Context: an optimization exercise on an open-source flow, tuned for small area. The choices shown serve that exercise and are no tape-out recipe.
Where RTL was checked, it was by simulation tests only, not by an equivalence proof against the original.
The clock port is modelled as an ideal driver; clocking choices that lean on that would not hold on a real chip.
No activity file was given, so power comes from the tool's default toggle rates.

==> flow/design.v (excerpt) <==
module TOP_VIEW#(parameter alu_width =16)
(
  input wire [alu_width-1:0]    A,B,
  input wire                    clk,rst,
  input wire [3:0]              alu_fun,
  output wire                   arith_flag,carry_out,logic_flag,comp_flag,shift_flag,
  output wire [alu_width-1:0]   arith_out,logic_out,comp_out,shift_out
  );
localparam KS = 5;
localparam P0 = KS % 2;
wire arith_enable, logic_enable, comp_enable, shift_enable;
DECODER_UNIT U_decoder(
  .alu_fun(alu_fun[3:2]),
  .arith_enable(arith_enable),
  .logic_enable(logic_enable),
  .shift_enable(shift_enable),
  .comp_enable(comp_enable)
  );
wire mul_i = arith_enable & alu_fun[1:0] == 2'b10;
wire div_i = arith_enable & alu_fun[1:0] == 2'b11;
wire add_i = arith_enable & alu_fun[1:0] == 2'b00;
wire [16-KS:0] r_mid;
wire [15:KS]   sel_hi;
ARITHMATIC_UNIT #(.KH(15), .KL(KS), .P_TOP((15-KS)%2)) U_arith_hi(
  .A(A), .B(B),
  .mul(mul_i), .div(div_i), .add(add_i),
  .r_in((15-KS)%2 == 1),
  .r_out(r_mid),
  .sel(sel_hi)
  );
reg [KS-1:0]   a_lo;
reg [15-KS:0]  h_r;        
reg [15:0]     b_r;
reg [16-KS:0]  r_r;        
reg [1:0]      fun_r;
reg            arith_en, logic_en, comp_en, shift_en;
always @(posedge clk) begin
  a_lo  <= A[KS-1:0];
  h_r   <= div_i ? sel_hi : A[15:KS];
  b_r   <= B;
  r_r   <= r_mid;
  fun_r <= alu_fun[1:0];
end
always @(posedge clk or negedge rst) begin
  if (!rst) begin
    arith_en <= 1'b0;
    logic_en <= 1'b0;
    comp_en  <= 1'b0;
    shift_en <= 1'b0;
  end else begin
    arith_en <= arith_enable;
    logic_en <= logic_enable;
    comp_en  <= comp_enable;
    shift_en <= shift_enable;
  end
end
assign arith_flag = arith_en;
assign logic_flag = logic_en;
assign comp_flag  = comp_en;
assign shift_flag = shift_en;
wire [15:0] a_r = {h_r, a_lo};
  ...
For scale: roughly 50 flip-flops, ~110 I/O pins, about 7900 um2 of cells after synthesis.
clock: 36.0 ns
lec_check: 0
cap_margin: 5
core_margin: 2
core_utilization: 40
cts_buf_list: sky130_fd_sc_hd__clkbuf_8
slew_margin: 5
standard.sh (not shown) runs the stock make flow with config.mk's settings and CLKGATE_MAP_FILE= SYNTH_SCRIPT=/design/flow/synth_recipe.tcl, a recipe that flattens the netlist after the stock synthesis.
==> flow/flow/run.sh <==
#!/bin/bash
# Layout flow: the standard flow (standard.sh), with two changes.
#  - Synthesis is the standard flow's synthesis script, except that ABC maps the logic
#    with the area-oriented script in flow/abc_area.script instead of
#    ORFS's default.  Registers are untouched by ABC, so they are the same
#    as in the standard synthesis.
#  - Port buffers are sky130_fd_sc_hd__buf_1; the resizer still sizes them
#    up where timing or slew needs it.
# Each tool's output goes to a log file in this folder.
set -euo pipefail
HERE=$(pwd)
FLOWDIR=$HERE/flow

# ORFS's synth.tcl with the abc call replaced
sed 's#^\(\s*\)log_cmd abc {\*}$abc_args$#\1log_cmd abc -script '"$FLOWDIR"'/abc_area.script {*}$lib_args {*}$lib_dont_use_args#' \
  "$FLOW_HOME/scripts/synth.tcl" > "$HERE/synth_area.tcl"
grep -q "abc_area.script {\*}\$lib_args" "$HERE/synth_area.tcl"

# The standard flow's synthesis script, sourcing that copy
sed 's#^source \$::env(SCRIPTS_DIR)/synth.tcl$#source '"$HERE"'/synth_area.tcl#' \
  "$HERE/synth_recipe.tcl" > "$HERE/synth_recipe_area.tcl"
grep -q "synth_area.tcl" "$HERE/synth_recipe_area.tcl"

# standard.sh, using that synthesis script
sed 's#SYNTH_SCRIPT=[^ ]*synth_recipe.tcl#SYNTH_SCRIPT='"$HERE"'/synth_recipe_area.tcl#' \
  "$HERE/standard.sh" > "$HERE/standard_area.sh"
grep -q "synth_recipe_area.tcl" "$HERE/standard_area.sh"

export BUFFER_PORTS_ARGS="-buffer_cell sky130_fd_sc_hd__buf_1"
bash "$HERE/standard_area.sh" > "$HERE/flow.log" 2>&1
==> flow/flow/abc_area.script <==
strash
dch
amap
topo
The baseline completed with no timing, DRC or antenna violations.
Change:
==> flow/flow/abc_area.script (replaced) <==
strash
dch
map -a
topo
- SYNTH_HIERARCHICAL: default -> 0
Result: Die area came out higher by 2.9%. Setup slack is worse by 0.090 ns. Count of clock-buffer cells in the layout is unchanged. Synthesized cell count came out higher by 11%. Core utilization came out lower by 1.3 points. Total power came out higher by 0.31%. Hold slack is better by 0.0086 ns. Flip-flop and latch count is unchanged.
Change:
- SYNTH_HIERARCHICAL: 0 -> 1
Power is higher by 10%. Wire length fell by 5.0%. Design area went up by 6.2%. Synthesized cell count shrinks by 21%. Clock power came out lower by 8.7%. Setup slack got worse by 0.45 ns. Sequential share of layout area drops by 0.61 points.
Change:
==> flow/flow/abc_area.script (replaced) <==
strash
dch -f
amap
topo
- SYNTH_HIERARCHICAL: 1 -> default
Effect:
- fmax grows by 1.3%
- core utilization shrinks by 3.2 points
- area after synthesis shrinks by 2.0%
- total power shrinks by 11%
- flip-flop and latch count does not change

========
== v20 ==
Another version of the RTL of TOP_VIEW (not shown whole).
For scale: roughly 890 cells after synthesis, roughly 52 flip-flops, roughly 7700 um^2 of cells after synthesis.
clock: 36.0 ns
lec_check: 0
cap_margin: 5
core_margin: 2
core_utilization: 40
cts_buf_list: sky130_fd_sc_hd__clkbuf_8
cts_cluster_diameter: 200
cts_cluster_size: 30
slew_margin: 5
==> flow/flow/run.sh <==
#!/bin/bash
# Layout flow: the standard flow (standard.sh) with these changes.
#  - Synthesis is the standard flow's synthesis script, except that ABC maps the logic
#    with the area-oriented script flow/abc_area.script instead of ORFS's
#    default.  ABC does not touch registers, so they are the same as in the
#    standard synthesis.
#  - The array's cells (modules ALU_CELL*, ALU_SEL*) keep their hierarchy
#    through ABC, so each is mapped on its own; the standard flow's synthesis script
#    flattens the netlist before the layout as usual.
#  - After synthesis, flow/fa_pins.py reconnects full adders whose ripple
#    carry came in at A or B so that it comes in at CIN, the fastest input
#    (a full adder's function is symmetric in its inputs).
#  - Port buffers are sky130_fd_sc_hd__buf_1; the resizer still sizes them
#    up where timing or slew needs it.
#  - After global routing, ORFS's power recovery (RECOVER_POWER) downsizes
#    gates off the critical paths.
# Each tool's output goes to a log file in this folder.
set -euo pipefail
HERE=$(pwd)
FLOWDIR=$HERE/flow

# ORFS's synth.tcl with the abc call replaced
sed 's#^\(\s*\)log_cmd abc {\*}$abc_args$#\1log_cmd abc -script '"$FLOWDIR"'/abc_area.script {*}$lib_args {*}$lib_dont_use_args#' \
  "$FLOW_HOME/scripts/synth.tcl" > "$HERE/synth_area.tcl"
grep -q "abc_area.script {\*}\$lib_args" "$HERE/synth_area.tcl"

# The standard flow's synthesis script, sourcing that copy
sed 's#^source \$::env(SCRIPTS_DIR)/synth.tcl$#source '"$HERE"'/synth_area.tcl#' \
  "$HERE/synth_recipe.tcl" > "$HERE/synth_recipe_area.tcl"
grep -q "synth_area.tcl" "$HERE/synth_recipe_area.tcl"

# standard.sh, using that synthesis script
sed 's#SYNTH_SCRIPT=[^ ]*synth_recipe.tcl#SYNTH_SCRIPT='"$HERE"'/synth_recipe_area.tcl#' \
  "$HERE/standard.sh" > "$HERE/standard_area.sh"
grep -q "synth_recipe_area.tcl" "$HERE/standard_area.sh"

# the modules named ALU_CELL* and ALU_SEL* in the design
export SYNTH_KEEP_MODULES="$(sed -n 's/^\s*module\s\+\(ALU_\(CELL\|SEL\)\w*\).*/\1/p' "$FLOW_DESIGN" | sort -u | tr '\n' ' ')"
echo "SYNTH_KEEP_MODULES=$SYNTH_KEEP_MODULES" > "$HERE/keep_modules.log"
export BUFFER_PORTS_ARGS="-buffer_cell sky130_fd_sc_hd__buf_1"
export RECOVER_POWER=100

RESULTS=$HERE/orfs/results/$FLOW_PLATFORM/TOP_VIEW/base
bash "$HERE/standard_area.sh" "$RESULTS/1_2_yosys.v" > "$HERE/flow_synth.log" 2>&1
python3 "$FLOWDIR/fa_pins.py" "$RESULTS/1_2_yosys.v" > "$HERE/fa_pins.log" 2>&1
bash "$HERE/standard_area.sh" > "$HERE/flow.log" 2>&1
Other scripts of this flow, unchanged in this note and not shown: flow/flow/abc_area.script, flow/flow/fa_pins.py
Inputs modified between v20 and v27:
Settings: CTS_CLUSTER_SIZE removed (was 30); CORE_UTILIZATION changed from 40 to 55; PLACE_DENSITY newly set to 0.8; CTS_CLUSTER_DIAMETER removed (was 200).
-- flow/flow/run.sh --
<<< v20, line 14
#    up where timing or slew needs it.
#  - After global routing, ORFS's power recovery (RECOVER_POWER) downsizes
#    gates off the critical paths.
# Each tool's output goes to a log file in this folder.
>>> v27, line 14
#    up where timing or slew needs it.
#  - After clock tree synthesis, flow/post_cts.tcl downsizes gates with
#    timing slack to spare (power recovery) and repairs slew again.
# Each tool's output goes to a log file in this folder.
<<< v20, line 40
export BUFFER_PORTS_ARGS="-buffer_cell sky130_fd_sc_hd__buf_1"
export RECOVER_POWER=100

>>> v27, line 40
export BUFFER_PORTS_ARGS="-buffer_cell sky130_fd_sc_hd__buf_1"
export POST_CTS_TCL="$FLOWDIR/post_cts.tcl"

==> flow/flow/post_cts.tcl (new file) <==
# Sourced by ORFS's cts.tcl at its end (POST_CTS_TCL): recover area from
# gates that the repair made larger than their timing needs, then repair
# slew and capacitance again and legalize.  The global-route step repairs
# timing again with routing parasitics.
log_cmd estimate_parasitics -placement
log_cmd repair_timing -recover_power 100 -match_cell_footprint -verbose
log_cmd repair_design -slew_margin $::env(SLEW_MARGIN) -cap_margin $::env(CAP_MARGIN) -match_cell_footprint -verbose
log_cmd detailed_placement
check_placement -verbose
Findings:
v27 closes out successfully: all stages finished, all timing, DRC and antenna checks passed. [compare] base=v20 new=v27: power now sits lower; share of the cycle needed by the critical path after routing now sits at about the same level; wire length now sits lower; cell-internal power now sits lower.
Changes in v55 relative to v27:
Settings: changing PLACE_DENSITY from 0.8 to 0.65; changing CORE_UTILIZATION from 55 to 45.
--- outcome ---
- NOTE: pre-CTS worst setup slack in v55 falls short of that of v27
- v27 was smaller in final cell area than v55.
- v27 -> v55: number of placed instances with taps included increased by a few percent
- Count of maximum capacitance violations of v55 is on par with v27.
- Compared with v27, total detailed-routing wirelength in v55 increased slightly.
- Row via count: v55 lower / v27 higher
- On v55: setup slack after layout is 0.099 ns higher than what v27 gave.
- On sequential fraction of total cell area, v55 and v27 are neck and neck.
For v45, these inputs were changed with respect to v55:
Settings: changing PLACE_DENSITY from 0.65 to 0.7; changing CORE_UTILIZATION from 45 to 50.
-- flow/flow/run.sh --
<<< v55, line 14
#    up where timing or slew needs it.
#  - After clock tree synthesis, flow/post_cts.tcl downsizes gates with
#    timing slack to spare (power recovery) and repairs slew again.
# Each tool's output goes to a log file in this folder.
>>> v45, line 14
#    up where timing or slew needs it.
#  - After global routing, ORFS's power recovery (RECOVER_POWER) downsizes
#    gates off the critical paths.
# Each tool's output goes to a log file in this folder.
<<< v55, line 40
export BUFFER_PORTS_ARGS="-buffer_cell sky130_fd_sc_hd__buf_1"
export POST_CTS_TCL="$FLOWDIR/post_cts.tcl"

>>> v45, line 40
export BUFFER_PORTS_ARGS="-buffer_cell sky130_fd_sc_hd__buf_1"
export RECOVER_POWER=100

removed: flow/flow/post_cts.tcl
Diff v55 -> v45: worst path arrival time fell by 0.04 ns; fmax saw little to no change; wire length dropped 0.94%.
v55 → v45: placed wire-length estimate after detailed placement fell by 490 um; inserted tap cell count fell by 32.
Out of v45 and v55, the only run to close with the timing, design-rule and antenna checks passing was v55.
The layout from v45, despite a flow that completed every stage, fails the layout checks, with the failing checks listed as max-capacitance violations, max-slew violations.
Relative to v55, sequential fraction of design power increased by 0.3 points in v45.
Against v55, the final cell area of v45 is lower.

========
## v48
Another version of the RTL of TOP_VIEW (not shown whole).
Size in the first run: ~880 cells after synthesis, roughly 50 flip-flops, about 110 I/O pins, about 7600 um2 of cells after synthesis.
Settings: LEC_CHECK=0, CAP_MARGIN=5, CORE_MARGIN=2, CORE_UTILIZATION=40, CTS_BUF_LIST=sky130_fd_sc_hd__clkbuf_8, SLEW_MARGIN=5; clock period 36.0 ns.
==> flow/flow/run.sh <==
#!/bin/bash
# Layout flow: the standard flow (standard.sh), with these changes.
#  - Synthesis is the standard flow's synthesis script, except that ABC maps the logic
#    with the area-oriented script in flow/abc_area.script instead of
#    ORFS's default.  Registers are untouched by ABC, so they are the same
#    as in the standard synthesis.
#  - The adder cells of the array (modules ALU_CELL_*) keep their hierarchy
#    through ABC, so each is mapped on its own; the netlist is flattened
#    before the layout as usual.
#  - After synthesis, flow/fa_pins.py reconnects full adders whose ripple
#    carry came in at A or B so that it comes in at CIN, the fastest input
#    (the full adder's function is symmetric in its inputs).
#  - Port buffers are sky130_fd_sc_hd__buf_1; the resizer still sizes them
#    up where timing or slew needs it.
# Each tool's output goes to a log file in this folder.
set -euo pipefail
HERE=$(pwd)
FLOWDIR=$HERE/flow

# ORFS's synth.tcl with the abc call replaced
sed 's#^\(\s*\)log_cmd abc {\*}$abc_args$#\1log_cmd abc -script '"$FLOWDIR"'/abc_area.script {*}$lib_args {*}$lib_dont_use_args#' \
  "$FLOW_HOME/scripts/synth.tcl" > "$HERE/synth_area.tcl"
grep -q "abc_area.script {\*}\$lib_args" "$HERE/synth_area.tcl"

# The standard flow's synthesis script, sourcing that copy
sed 's#^source \$::env(SCRIPTS_DIR)/synth.tcl$#source '"$HERE"'/synth_area.tcl#' \
  "$HERE/synth_recipe.tcl" > "$HERE/synth_recipe_area.tcl"
grep -q "synth_area.tcl" "$HERE/synth_recipe_area.tcl"

# standard.sh, using that synthesis script
sed 's#SYNTH_SCRIPT=[^ ]*synth_recipe.tcl#SYNTH_SCRIPT='"$HERE"'/synth_recipe_area.tcl#' \
  "$HERE/standard.sh" > "$HERE/standard_area.sh"
grep -q "synth_recipe_area.tcl" "$HERE/standard_area.sh"

export BUFFER_PORTS_ARGS="-buffer_cell sky130_fd_sc_hd__buf_1"
export SYNTH_KEEP_MODULES="ALU_CELL_P ALU_CELL_N ALU_CELL0_N"
RESULTS=$HERE/orfs/results/$FLOW_PLATFORM/TOP_VIEW/base
bash "$HERE/standard_area.sh" "$RESULTS/1_2_yosys.v" > "$HERE/flow_synth.log" 2>&1
python3 "$FLOWDIR/fa_pins.py" "$RESULTS/1_2_yosys.v" > "$HERE/fa_pins.log" 2>&1
bash "$HERE/standard_area.sh" > "$HERE/flow.log" 2>&1
==> flow/flow/abc_area.script <==
strash
dch -f
amap
topo
==> flow/flow/fa_pins.py <==
#!/usr/bin/env python3
"""Reconnect full adders so that the ripple carry enters at CIN.

A sky130 full adder (fa_N) computes the same function of its inputs A, B and
CIN in any order, but CIN is its fastest input.  Yosys's full adder
extraction sometimes puts the carry from the previous adder on A or B.  For
every fa cell whose A or B net is driven by the COUT of another fa cell (and
whose CIN net is not), this swaps that net with the CIN net.  The netlist's
function is unchanged.

usage: fa_pins.py NETLIST.v   (rewritten in place)
"""
import re
import sys

path = sys.argv[1]
text = open(path).read()
inst_re = re.compile(r'(sky130_fd_sc_hd__fa_\d+\s+\S+\s*\()(.*?)(\);)', re.S)
pin_re = re.compile(r'\.(\w+)\(([^()]*)\)')

couts = set()
for m in inst_re.finditer(text):
    for pin, net in pin_re.findall(m.group(2)):
        if pin == 'COUT':
            couts.add(net.strip())

swapped = 0

def fix(m):
    global swapped
    body = m.group(2)
    # nets as written (an escaped name keeps its closing space)
    raw = {p: n for p, n in pin_re.findall(body)}
    pins = {p: n.strip() for p, n in raw.items()}
    if pins.get('CIN') in couts:
        return m.group(0)
    for p in ('A', 'B'):
        if pins.get(p) in couts:
            a, c = raw[p], raw['CIN']
            body = re.sub(r'\.%s\([^()]*\)' % p, lambda _: '.%s(%s)' % (p, c), body)
            body = re.sub(r'\.CIN\([^()]*\)', lambda _: '.CIN(%s)' % a, body)
            swapped += 1
            break
    return m.group(1) + body + m.group(3)

text = inst_re.sub(fix, text)
open(path, 'w').write(text)
print('fa_pins: moved the carry to CIN on %d full adders' % swapped)
v48 ran to completion and came out clean on the timing, design-rule and antenna checks.
Edits applied to the flow inputs when going from v48 to v26:
--- a/flow/flow/fa_pins.py
+++ b/flow/flow/fa_pins.py
@@ -31,5 +31,3 @@
     body = m.group(2)
-    # nets as written (an escaped name keeps its closing space)
-    raw = {p: n for p, n in pin_re.findall(body)}
-    pins = {p: n.strip() for p, n in raw.items()}
+    pins = {p: n.strip() for p, n in pin_re.findall(body)}
     if pins.get('CIN') in couts:
@@ -38,3 +36,3 @@
         if pins.get(p) in couts:
-            a, c = raw[p], raw['CIN']
+            a, c = pins[p], pins['CIN']
             body = re.sub(r'\.%s\([^()]*\)' % p, lambda _: '.%s(%s)' % (p, c), body)
v26 got as far as 1_synth, where a tool error ended the run.
Setup changes, v26 to v50
--- a/flow/flow/run.sh
+++ b/flow/flow/run.sh
@@ -1,3 +1,3 @@
 #!/bin/bash
-# Layout flow: the standard flow (standard.sh), with these changes.
+# Layout flow: the standard flow (standard.sh), with two changes.
 #  - Synthesis is the standard flow's synthesis script, except that ABC maps the logic
@@ -9,5 +9,2 @@
 #    before the layout as usual.
-#  - After synthesis, flow/fa_pins.py reconnects full adders whose ripple
-#    carry came in at A or B so that it comes in at CIN, the fastest input
-#    (the full adder's function is symmetric in its inputs).
 #  - Port buffers are sky130_fd_sc_hd__buf_1; the resizer still sizes them
@@ -36,5 +33,2 @@
 export SYNTH_KEEP_MODULES="ALU_CELL_P ALU_CELL_N ALU_CELL0_N"
-RESULTS=$HERE/orfs/results/$FLOW_PLATFORM/TOP_VIEW/base
-bash "$HERE/standard_area.sh" "$RESULTS/1_2_yosys.v" > "$HERE/flow_synth.log" 2>&1
-python3 "$FLOWDIR/fa_pins.py" "$RESULTS/1_2_yosys.v" > "$HERE/fa_pins.log" 2>&1
 bash "$HERE/standard_area.sh" > "$HERE/flow.log" 2>&1
==> flow/flow/abc_area.script <==
strash; dch; map -a; topo
removed: flow/flow/fa_pins.py
### Flow results
v50 finished end to end and its layout was clean on timing, DRC and antenna.
The inputs of v51 differ from those of v50 as listed below.
--- a/flow/flow/run.sh
+++ b/flow/flow/run.sh
@@ -1,3 +1,3 @@
 #!/bin/bash
-# Layout flow: the standard flow (standard.sh), with two changes.
+# Layout flow: the standard flow (standard.sh), with these changes.
 #  - Synthesis is the standard flow's synthesis script, except that ABC maps the logic
@@ -9,2 +9,5 @@
 #    before the layout as usual.
+#  - After synthesis, flow/fa_pins.py reconnects full adders whose ripple
+#    carry came in at A or B so that it comes in at CIN, the fastest input
+#    (the full adder's function is symmetric in its inputs).
 #  - Port buffers are sky130_fd_sc_hd__buf_1; the resizer still sizes them
@@ -33,2 +36,5 @@
 export SYNTH_KEEP_MODULES="ALU_CELL_P ALU_CELL_N ALU_CELL0_N"
+RESULTS=$HERE/orfs/results/$FLOW_PLATFORM/TOP_VIEW/base
+bash "$HERE/standard_area.sh" "$RESULTS/1_2_yosys.v" > "$HERE/flow_synth.log" 2>&1
+python3 "$FLOWDIR/fa_pins.py" "$RESULTS/1_2_yosys.v" > "$HERE/fa_pins.log" 2>&1
 bash "$HERE/standard_area.sh" > "$HERE/flow.log" 2>&1
==> flow/flow/fa_pins.py (new file) <==
#!/usr/bin/env python3
"""Reconnect full adders so that the ripple carry enters at CIN.

A sky130 full adder (fa_N) computes the same function of its inputs A, B and
CIN in any order, but CIN is its fastest input.  Yosys's full adder
extraction sometimes puts the carry from the previous adder on A or B.  For
every fa cell whose A or B net is driven by the COUT of another fa cell (and
whose CIN net is not), this swaps that net with the CIN net.  The netlist's
function is unchanged.

usage: fa_pins.py NETLIST.v   (rewritten in place)
"""
import re
import sys

path = sys.argv[1]
text = open(path).read()
inst_re = re.compile(r'(sky130_fd_sc_hd__fa_\d+\s+\S+\s*\()(.*?)(\);)', re.S)
pin_re = re.compile(r'\.(\w+)\(([^()]*)\)')

couts = set()
for m in inst_re.finditer(text):
    for pin, net in pin_re.findall(m.group(2)):
        if pin == 'COUT':
            couts.add(net.strip())

swapped = 0

def fix(m):
    global swapped
    body = m.group(2)
    # nets as written (an escaped name keeps its closing space)
    raw = {p: n for p, n in pin_re.findall(body)}
    pins = {p: n.strip() for p, n in raw.items()}
    if pins.get('CIN') in couts:
        return m.group(0)
    for p in ('A', 'B'):
        if pins.get(p) in couts:
            a, c = raw[p], raw['CIN']
            body = re.sub(r'\.%s\([^()]*\)' % p, lambda _: '.%s(%s)' % (p, c), body)
            body = re.sub(r'\.CIN\([^()]*\)', lambda _: '.CIN(%s)' % a, body)
            swapped += 1
            break
    return m.group(1) + body + m.group(3)

text = inst_re.sub(fix, text)
open(path, 'w').write(text)
print('fa_pins: moved the carry to CIN on %d full adders' % swapped)
[summary]
Against v50, v51 comes in 0.38 points higher on sequential share of layout area. The run showing the greater combinational power is v50. From v50 to v51, max-slew violation count did not move at all. Per the comparison of v51 with v50, final critical delay including setup and external delays saw a decrease, worst hold margin now larger. v51 consumes less power than v50 does. Taking v50 as the reference, in v51 total placed instance area lower; via count roughly the same; routed wire length higher; final critical-path share of the clock period lower; fraction of synthesis flops using an asynchronous set or reset pin roughly the same.
### v51 -> v29
--- a/flow/flow/fa_pins.py
+++ b/flow/flow/fa_pins.py
@@ -31,5 +31,3 @@
     body = m.group(2)
-    # nets as written (an escaped name keeps its closing space)
-    raw = {p: n for p, n in pin_re.findall(body)}
-    pins = {p: n.strip() for p, n in raw.items()}
+    pins = {p: n.strip() for p, n in pin_re.findall(body)}
     if pins.get('CIN') in couts:
@@ -38,3 +36,3 @@
         if pins.get(p) in couts:
-            a, c = raw[p], raw['CIN']
+            a, c = pins[p], pins['CIN']
             body = re.sub(r'\.%s\([^()]*\)' % p, lambda _: '.%s(%s)' % (p, c), body)
### Flow results
Out of v29 and v51, the only run to close with the timing, design-rule and antenna checks passing was v51.
Run status, v29: aborted in 1_synth, error STA-0171
No run of this note included a check of the RTL's function; only the layout flow was run.

## afterwards: timing with drivers on the ports
How much do the figures lean on ideal ports? The routed layouts below were timed once more, with nothing changed but the port constraints.
Step 1 sets driving cells, clkbuf_16 on the clock port and buf_2 on the other inputs (assumed; they add their load-dependent delay and slew).
Step 2, shift: input delay + t, output delay - t, t = (earliest + latest rising clock arrival at the registers) / 2. This alone moves slack from input paths to output paths.
Three values: no drivers, after step 1, after step 2; two values: the first two.
run | t, ns | setup WS [ns] | worst setup path at the end | latest minus earliest clock arrival (ns) | slew at the worst register clock pin (ns)
the first run of note 1 | 0.335 | 1.106 / 1.075 / 0.835 | input to register | 0.013 / 0.013 | 0.10 / 0.10
the second run of note 1 | 0.325 | 1.016 / 0.990 / 1.230 | input to register | 0.011 / 0.011 | 0.10 / 0.10
the third run of note 1 | 0.347 | 0.566 / 0.535 / 0.612 | input to register | 0.009 / 0.009 | 0.10 / 0.10
the fourth run of note 1 | 0.335 | 1.011 / 0.983 / 0.868 | input to register | 0.014 / 0.014 | 0.10 / 0.10
v20 | 0.331 | 0.685 / 0.657 / 0.848 | input to register | 0.009 / 0.009 | 0.10 / 0.10
v27 | 0.338 | 0.634 / 0.603 / 0.826 | input to register | 0.013 / 0.012 | 0.10 / 0.10
v55 | 0.335 | 0.733 / 0.705 / 0.952 | input to register | 0.015 / 0.015 | 0.10 / 0.10
v45 | 0.338 | 0.773 / 0.742 / 0.774 | input to register | 0.013 / 0.013 | 0.10 / 0.10
v48 | 0.348 | 0.661 / 0.624 / 0.664 | input to register | 0.018 / 0.018 | 0.10 / 0.10
v50 | 0.337 | 0.603 / 0.574 / 0.623 | input to register | 0.009 / 0.009 | 0.10 / 0.10
v51 | 0.339 | 0.741 / 0.706 / 0.751 | input to register | 0.013 / 0.014 | 0.10 / 0.10
The setup slack of the first run of note 1, which loses most, moves by -0.031 ns with the drivers and by -0.271 ns with both steps.
